Context: an optimization exercise on an open-source flow, tuned for small area, a short achievable clock period and few clock cycles. The choices shown serve that exercise and are no tape-out recipe.
Where RTL was checked, it was by simulation tests only, not by an equivalence proof against the original.

Design matrix_cpu, start of the top module:
module matrix_cpu (
    input  wire         clk,
    input  wire         reset,
    input  wire         start,
    output wire         done,
    output wire [3:0]   imem_addr,
    input  wire [26:0]  imem_data,
    output wire [6:0]   mem_rd1_addr,
    input  wire [255:0] mem_rd1_data,
    output wire [6:0]   mem_rd2_addr,
    input  wire [255:0] mem_rd2_data,
    output wire         mem_we,
    output wire [6:0]   mem_waddr,
    output wire [255:0] mem_wdata
);
wire [255:0] out_q;         
reg  [255:0] opa;           
reg  [95:0]  ycur;          
reg  [191:0] ynext;         
function [23:0] booth;
    input [15:0] y;
    integer d;
    reg [16:0] yy;
    begin
        yy = {y, 1'b0};
        for (d = 0; d < 8; d = d + 1) begin
            booth[d]      = yy[2*d+1] ^ yy[2*d];                        
            booth[8 + d]  = (yy[2*d+2 -: 3] == 3'b011) | (yy[2*d+2 -: 3] == 3'b100);  
            booth[16 + d] = yy[2*d+2];                                   
        end
    end
endfunction
reg  [255:0] zc;            
reg          acc_en;        
reg  [255:0] res;           
reg          busy;          
wire [3:0]   pc;
reg          xv;            
reg          c_mul, c_sub;
reg          x_w;
reg  [6:0]   x_dest;
reg  [1:0]   k;             
reg          w_mem, w_out;
reg  [6:0]   wdest;
wire x_last = ~c_mul | (k == 2'd3);
wire        accept, consume, fwd_a, fwd_b, stop_now;
exe_engine ctl (
    .reset(reset), .start(start), .busy(busy), .instr(imem_data),
    .xv(xv), .x_last(x_last), .x_w(x_w), .x_dest(x_dest),
    .w_mem(w_mem), .w_out(w_out), .wdest(wdest),
    .accept(accept), .consume(consume), .fwd_a(fwd_a), .fwd_b(fwd_b),
    .stop_now(stop_now)
);
program_counter pcr (.address(pc), .clk(clk), .reset(reset),
                     .clear(~busy & ~start | stop_now),
                     .enable(consume));
assign imem_addr    = pc;
assign mem_rd1_addr = imem_data[14:8];
assign mem_rd2_addr = imem_data[7:1];
wire [2:0] op   = imem_data[26:24];
wire i_add = (op == 3'b000);
wire i_sub = (op == 3'b001);
  ...
Size: about 12000 cells after synthesis, ~1300 flip-flops, roughly 830 I/O pins, roughly 110000 µm² of cells after synthesis.
export LEC_CHECK = 0
export CAP_MARGIN = 30
export CORE_MARGIN = 2
export CORE_UTILIZATION = 55
export CTS_CLUSTER_DIAMETER = 90
export CTS_CLUSTER_SIZE = 22
export SLEW_MARGIN = 30
create_clock -name core_clock -period 11.0 [get_ports {clk}]
standard.sh (not shown) runs the stock make flow with config.mk's settings and CLKGATE_MAP_FILE= SYNTH_SCRIPT=/design/flow/synth_recipe.tcl, a recipe that flattens the netlist after the stock synthesis.
==> flow/flow/run.sh <==
#!/bin/bash
set -euo pipefail
export SETUP_SLACK_MARGIN=6.35
export BUFFER_PORTS_ARGS="-buffer_cell sky130_fd_sc_hd__buf_1"
bash standard.sh > make.log 2>&1
Testbench counts at the start, summed over its fixed seeds: cycles 12,545.
Rerun with:
==> flow/flow/run.sh (replaced) <==
#!/bin/bash
set -euo pipefail
export SETUP_SLACK_MARGIN=6.2
export BUFFER_PORTS_ARGS="-buffer_cell sky130_fd_sc_hd__buf_1"
bash standard.sh > make.log 2>&1
CAP_MARGIN = 10   (was 30)
SLEW_MARGIN = 10   (was 30)
Final area falls by 2.7%.
Utilization is lower by 1.7 points.
Global-route usage falls by 2.5 points.
Worst hold slack degrades by 0.012 ns.
Rerun with:
==> flow/flow/run.sh (replaced) <==
#!/bin/bash
set -euo pipefail
export SETUP_SLACK_MARGIN=6.0
export BUFFER_PORTS_ARGS="-buffer_cell sky130_fd_sc_hd__buf_1"
bash standard.sh > make.log 2>&1
Outcome: The new run completed with no timing, DRC or antenna violations; count of clock-buffer cells in the layout goes down by 10; worst setup slack loses 0.17 ns; register-to-register slack loses 0.13 ns; hold slack gains 0.013 ns.
Rerun with:
==> flow/flow/run.sh (replaced) <==
#!/bin/bash
set -euo pipefail
export SETUP_SLACK_MARGIN=6.2
export BUFFER_PORTS_ARGS="-buffer_cell sky130_fd_sc_hd__buf_1"
bash standard.sh > make.log 2>&1
CAP_MARGIN = 20   (was 10)
SLEW_MARGIN = 20   (was 10)
Result:
- clock-buffer cell count goes up by 4
- first-iteration DRC count goes up by 4.9%
- synthesized area is unchanged
- design area goes up by 1.1%
- global-route usage goes up by 0.72 points


Setup of v41:
Another version of the RTL of matrix_cpu (not shown whole).
Size in the first run: roughly 830 I/O pins, ~110000 sq um of cells after synthesis.
Settings: LEC_CHECK=0, CAP_MARGIN=10, CORE_MARGIN=2, CORE_UTILIZATION=55, CTS_CLUSTER_DIAMETER=90, CTS_CLUSTER_SIZE=22, PLACE_DENSITY=0.7, SLEW_MARGIN=10; clock period 11.0 ns.
==> flow/flow/run.sh <==
#!/bin/bash
set -euo pipefail
export SETUP_SLACK_MARGIN=6.0
export BUFFER_PORTS_ARGS="-buffer_cell sky130_fd_sc_hd__buf_1"
bash standard.sh > make.log 2>&1
Testbench counts of v41, summed over its fixed seeds: cycles 12,545.
The following lists how v51 was set up differently from v41:
Settings: clearing PLACE_DENSITY, which used to be 0.7.
==> flow/flow/run.sh <==
#!/bin/bash
set -euo pipefail
export SETUP_SLACK_MARGIN=6.2
export BUFFER_PORTS_ARGS="-buffer_cell sky130_fd_sc_hd__buf_1"
bash standard.sh > make.log 2>&1
## What came out
- The run showing the greater global-route wire length before repair is v51.
- Going from v41 to v51, number of buffers other than clock buffers in the final layout grows by 3.3%.
### v51 -> v35
Settings: CTS_CLUSTER_DIAMETER removed (was 90); CTS_CLUSTER_SIZE removed (was 22); CAP_MARGIN changed from 10 to 20; SLEW_MARGIN changed from 10 to 20.
==> flow/flow/run.sh <==
#!/bin/bash
set -euo pipefail
export SETUP_SLACK_MARGIN=6.3
export BUFFER_PORTS_ARGS="-buffer_cell sky130_fd_sc_hd__buf_2"
bash standard.sh > make.log 2>&1
==> comparison <==
- flip-flop to flip-flop as the worst setup path category was reported by v35, and input pin to flip-flop by v51.
- Number of cells on the worst reg-to-reg path: v35 lower than v51
- v35 vs. v51: non-clock buffer area fraction after layout went up 2.3 points; cell area went up 6.5%.
- Going from v51 to v35, clock-buffer cell count now larger, fraction of layout instances using a drive strength above 1 now larger.
- Compared with v51, in v35 fmax lower; synthesis-to-finish area growth higher; pin count of the biggest net entering global routing higher; sequential portion of the cell area lower.
Inputs modified between v35 and v48:
Settings: an added CTS_CLUSTER_SIZE of 22; a change of SLEW_MARGIN from 20 to 10; a change of CAP_MARGIN from 20 to 10; an added CTS_CLUSTER_DIAMETER of 90.
==> flow/flow/run.sh <==
#!/bin/bash
set -euo pipefail
export SETUP_SLACK_MARGIN=6.4
export BUFFER_PORTS_ARGS="-buffer_cell sky130_fd_sc_hd__buf_1"
bash standard.sh > make.log 2>&1
==> comparison <==
- On worst setup slack, v35 and v48 are basically level.
- From v48 to v35, sequential cell count did not move at all.
- Summary of v48 over v35: utilization went down 1.4 points.


Setup of sierra:
matrix_cpu, a different RTL version from the one above (not shown whole).
For scale: roughly 12000 cells after synthesis, about 1300 flip-flops, about 830 I/O pins.
## matrix_cpu
module matrix_cpu (
    input  wire         clk,
    input  wire         reset,
    input  wire         start,
    output wire         done,
    output wire [3:0]   imem_addr,
    input  wire [26:0]  imem_data,
    output wire [6:0]   mem_rd1_addr,
    input  wire [255:0] mem_rd1_data,
    output wire [6:0]   mem_rd2_addr,
    input  wire [255:0] mem_rd2_data,
    output wire         mem_we,
    output wire [6:0]   mem_waddr,
    output wire [255:0] mem_wdata
);
Settings: LEC_CHECK=0, CAP_MARGIN=10, CORE_MARGIN=2, CORE_UTILIZATION=55, CTS_CLUSTER_DIAMETER=90, CTS_CLUSTER_SIZE=22, SLEW_MARGIN=10; clock period 11.0 ns.
==> flow/flow/run.sh <==
#!/bin/bash
set -euo pipefail
export SETUP_SLACK_MARGIN=6.0
export BUFFER_PORTS_ARGS="-buffer_cell sky130_fd_sc_hd__buf_2"
bash standard.sh > make.log 2>&1
sierra went all the way through synthesis, placement and routing and the layout is clean on timing, DRC and antenna.
Edits applied to the flow inputs when going from sierra to tundra:
-- flow/config.mk --
<<< sierra, line 7
export LEC_CHECK = 0
export CAP_MARGIN = 10
export CORE_MARGIN = 2
export CORE_UTILIZATION = 55
export CTS_CLUSTER_DIAMETER = 90
export CTS_CLUSTER_SIZE = 22
export SLEW_MARGIN = 10
>>> tundra, line 7
export LEC_CHECK = 0
export CAP_MARGIN = 20
export CORE_MARGIN = 2
export CORE_UTILIZATION = 55
export CTS_BUF_LIST = sky130_fd_sc_hd__clkbuf_8
export SLEW_MARGIN = 20
==> comparison <==
- tundra: done, clean on timing, DRC and antenna
- The post-route standard cell area excluding fillers in tundra was higher than what sierra gave.
- Between sierra and tundra, the difference in inverter count of the layout excluding clock inverters is negligible.
- Maximum frequency deteriorates in tundra relative to sierra.
- tundra: number of cells on the critical path 5 below sierra
- | hold slack | tundra vs sierra | better |
No functional check of the RTL was part of any run of this note.


RTL: one of the versions met above, not the one the previous note started from.
Size in the first run: roughly 12,000 cells after synthesis, ~1,300 flip-flops, about 0.11 sq mm of cells after synthesis.
Settings: LEC_CHECK=0, CAP_MARGIN=20, CORE_MARGIN=2, CORE_UTILIZATION=65, SLEW_MARGIN=20; clock period 11.0 ns.
Scripts as last shown in full above: flow/flow/run.sh
The starting point produced a clean layout.
Testbench counts at the start, summed over its fixed seeds: cycles 12,545.
Change:
==> flow/flow/run.sh (replaced) <==
#!/bin/bash
set -euo pipefail
export SETUP_SLACK_MARGIN=6.5
bash standard.sh > make.log 2>&1
CORE_UTILIZATION = 55   (was 65)
The changed run produced a clean layout. Core utilization came out lower by 5.3 points. Global-route usage decreases by 2.9 points.
Change:
==> flow/flow/run.sh (replaced) <==
#!/bin/bash
set -euo pipefail
export SETUP_SLACK_MARGIN=6.2
export BUFFER_PORTS_ARGS="-buffer_cell sky130_fd_sc_hd__buf_1"
bash standard.sh > make.log 2>&1
CAP_MARGIN = 10   (was 20)
CTS_CLUSTER_DIAMETER = 90   (was unset)
CTS_CLUSTER_SIZE = 22   (was unset)
PLACE_DENSITY = 0.7   (was unset)
SLEW_MARGIN = 10   (was 20)
The changed run finished but failed the layout checks on slew limit.
Routed wire length went down by 1.2%.
Maximum frequency went down by 4.9%.
Register-to-register slack got worse by 0.08 ns.
Sequential cell count does not change.
Worst setup slack got worse by 0.25 ns.
Critical path depth went down by 9.
Sequential share of layout area went up by 1.8 points.
Area after synthesis stays the same.
Change:
==> flow/flow/run.sh (replaced) <==
#!/bin/bash
set -euo pipefail
export SETUP_SLACK_MARGIN=6.0
export BUFFER_PORTS_ARGS="-buffer_cell sky130_fd_sc_hd__buf_2"
bash standard.sh > make.log 2>&1
CAP_MARGIN = 20   (was 10)
CTS_CLUSTER_DIAMETER = unset   (was 90)
CTS_CLUSTER_SIZE = unset   (was 22)
PLACE_DENSITY = unset   (was 0.7)
SLEW_MARGIN = 20   (was 10)
Outcome:
- The new run ran to the end with no violations
- critical path depth goes up by 9
- wire length drops by 5.0%
- synthesized area is unchanged
- utilization rose by 0.33 points
- final area increases by 0.53%
- worst hold slack gets worse by 0.0036 ns
Change:
==> flow/flow/run.sh (replaced) <==
#!/bin/bash
set -euo pipefail
export SETUP_SLACK_MARGIN=6.0
export BUFFER_PORTS_ARGS="-buffer_cell sky130_fd_sc_hd__buf_1"
bash standard.sh > make.log 2>&1
CAP_MARGIN = 10   (was 20)
CORE_UTILIZATION = 50   (was 55)
CTS_CLUSTER_DIAMETER = 90   (was unset)
CTS_CLUSTER_SIZE = 22   (was unset)
SLEW_MARGIN = 10   (was 20)
After rerunning: Sequential share of layout area goes up by 0.46 points; design area goes down by 1.9%.
Change:
CORE_UTILIZATION = 55   (was 50)
=>
- The new run finished clean
- routed wire length decreases by about 2%
- non-clock buffer count decreases by 53
- cell count decreases by 2.4%
- core utilization increases by 4.9 points
- setup slack gets better by 0.057 ns
- cell area decreases by 1.3%

-- separate check: timing with driven ports --
No port has a modelled driver above. Below, the same layouts with a new extraction and two added sets of constraints.
Step 1: set_driving_cell puts a clkbuf_16 on clk and a buf_2 on each other input, an assumption about the parent block.
Step 2, shift: input delay + t, output delay - t, t = (earliest + latest rising clock arrival at the registers) / 2. This alone moves slack from input paths to output paths.
a / b / c = ideal / step 1 / step 2; a / b = the first two.
| run | t, ns | setup slack, ns | worst hold slack (ns) | clock arrival spread, ns | cell pins on the clock port's net |
|---|---|---|---|---|---|
| the first run of note 1 | 0.916 | 6.151 / 6.117 / 5.450 | 0.428 / 0.428 / 0.428 | 0.069 / 0.070 | 1 |
| the second run of note 1 | 0.900 | 6.074 / 6.094 / 5.245 | 0.416 / 0.416 / 0.416 | 0.052 / 0.052 | 1 |
| the third run of note 1 | 0.908 | 5.907 / 5.972 / 5.065 | 0.429 / 0.429 / 0.429 | 0.054 / 0.054 | 1 |
| the fourth run of note 1 | 0.895 | 6.183 / 6.102 / 5.376 | 0.442 / 0.442 / 0.442 | 0.043 / 0.043 | 1 |
| v41 | 0.881 | 5.960 / 6.027 / 5.152 | 0.427 / 0.427 / 0.427 | 0.054 / 0.054 | 1 |
| v51 | 0.889 | 6.128 / 6.192 / 5.303 | 0.432 / 0.432 / 0.432 | 0.059 / 0.059 | 1 |
| v35 | 0.966 | 6.087 / 6.087 / 5.354 | 0.435 / 0.435 / 0.435 | 0.039 / 0.039 | 1 |
| v48 | 0.901 | 6.085 / 6.085 / 5.447 | 0.434 / 0.434 / 0.434 | 0.048 / 0.048 | 1 |
| sierra | 0.877 | 5.935 / 5.935 / 5.117 | 0.412 / 0.412 / 0.412 | 0.067 / 0.067 | 1 |
| tundra | 1.153 | 5.780 / 5.825 / 4.672 | 0.417 / 0.417 / 0.417 | 0.093 / 0.092 | 1 |
| the first run of note 4 | 0.942 | 5.906 / 5.957 / 5.015 | 0.428 / 0.428 / 0.428 | 0.037 / 0.037 | 1 |
| the second run of note 4 | 0.968 | 6.155 / 6.155 / 5.478 | 0.426 / 0.426 / 0.426 | 0.033 / 0.033 | 1 |
| the third run of note 4 | 0.901 | 5.907 / 5.983 / 5.082 | 0.434 / 0.434 / 0.434 | 0.063 / 0.063 | 1 |
| the fourth run of note 4 | 0.947 | 6.019 / 5.953 / 5.007 | 0.431 / 0.431 / 0.431 | 0.070 / 0.071 | 1 |
| the fifth run of note 4 | 0.913 | 5.932 / 5.966 / 5.092 | 0.438 / 0.438 / 0.438 | 0.057 / 0.057 | 1 |
| the sixth run of note 4 | 0.884 | 5.989 / 5.982 / 5.183 | 0.420 / 0.420 / 0.420 | 0.046 / 0.046 | 1 |
For tundra, which loses most, drivers alone change the setup slack by +0.045 ns; drivers and shift together by -1.108 ns.
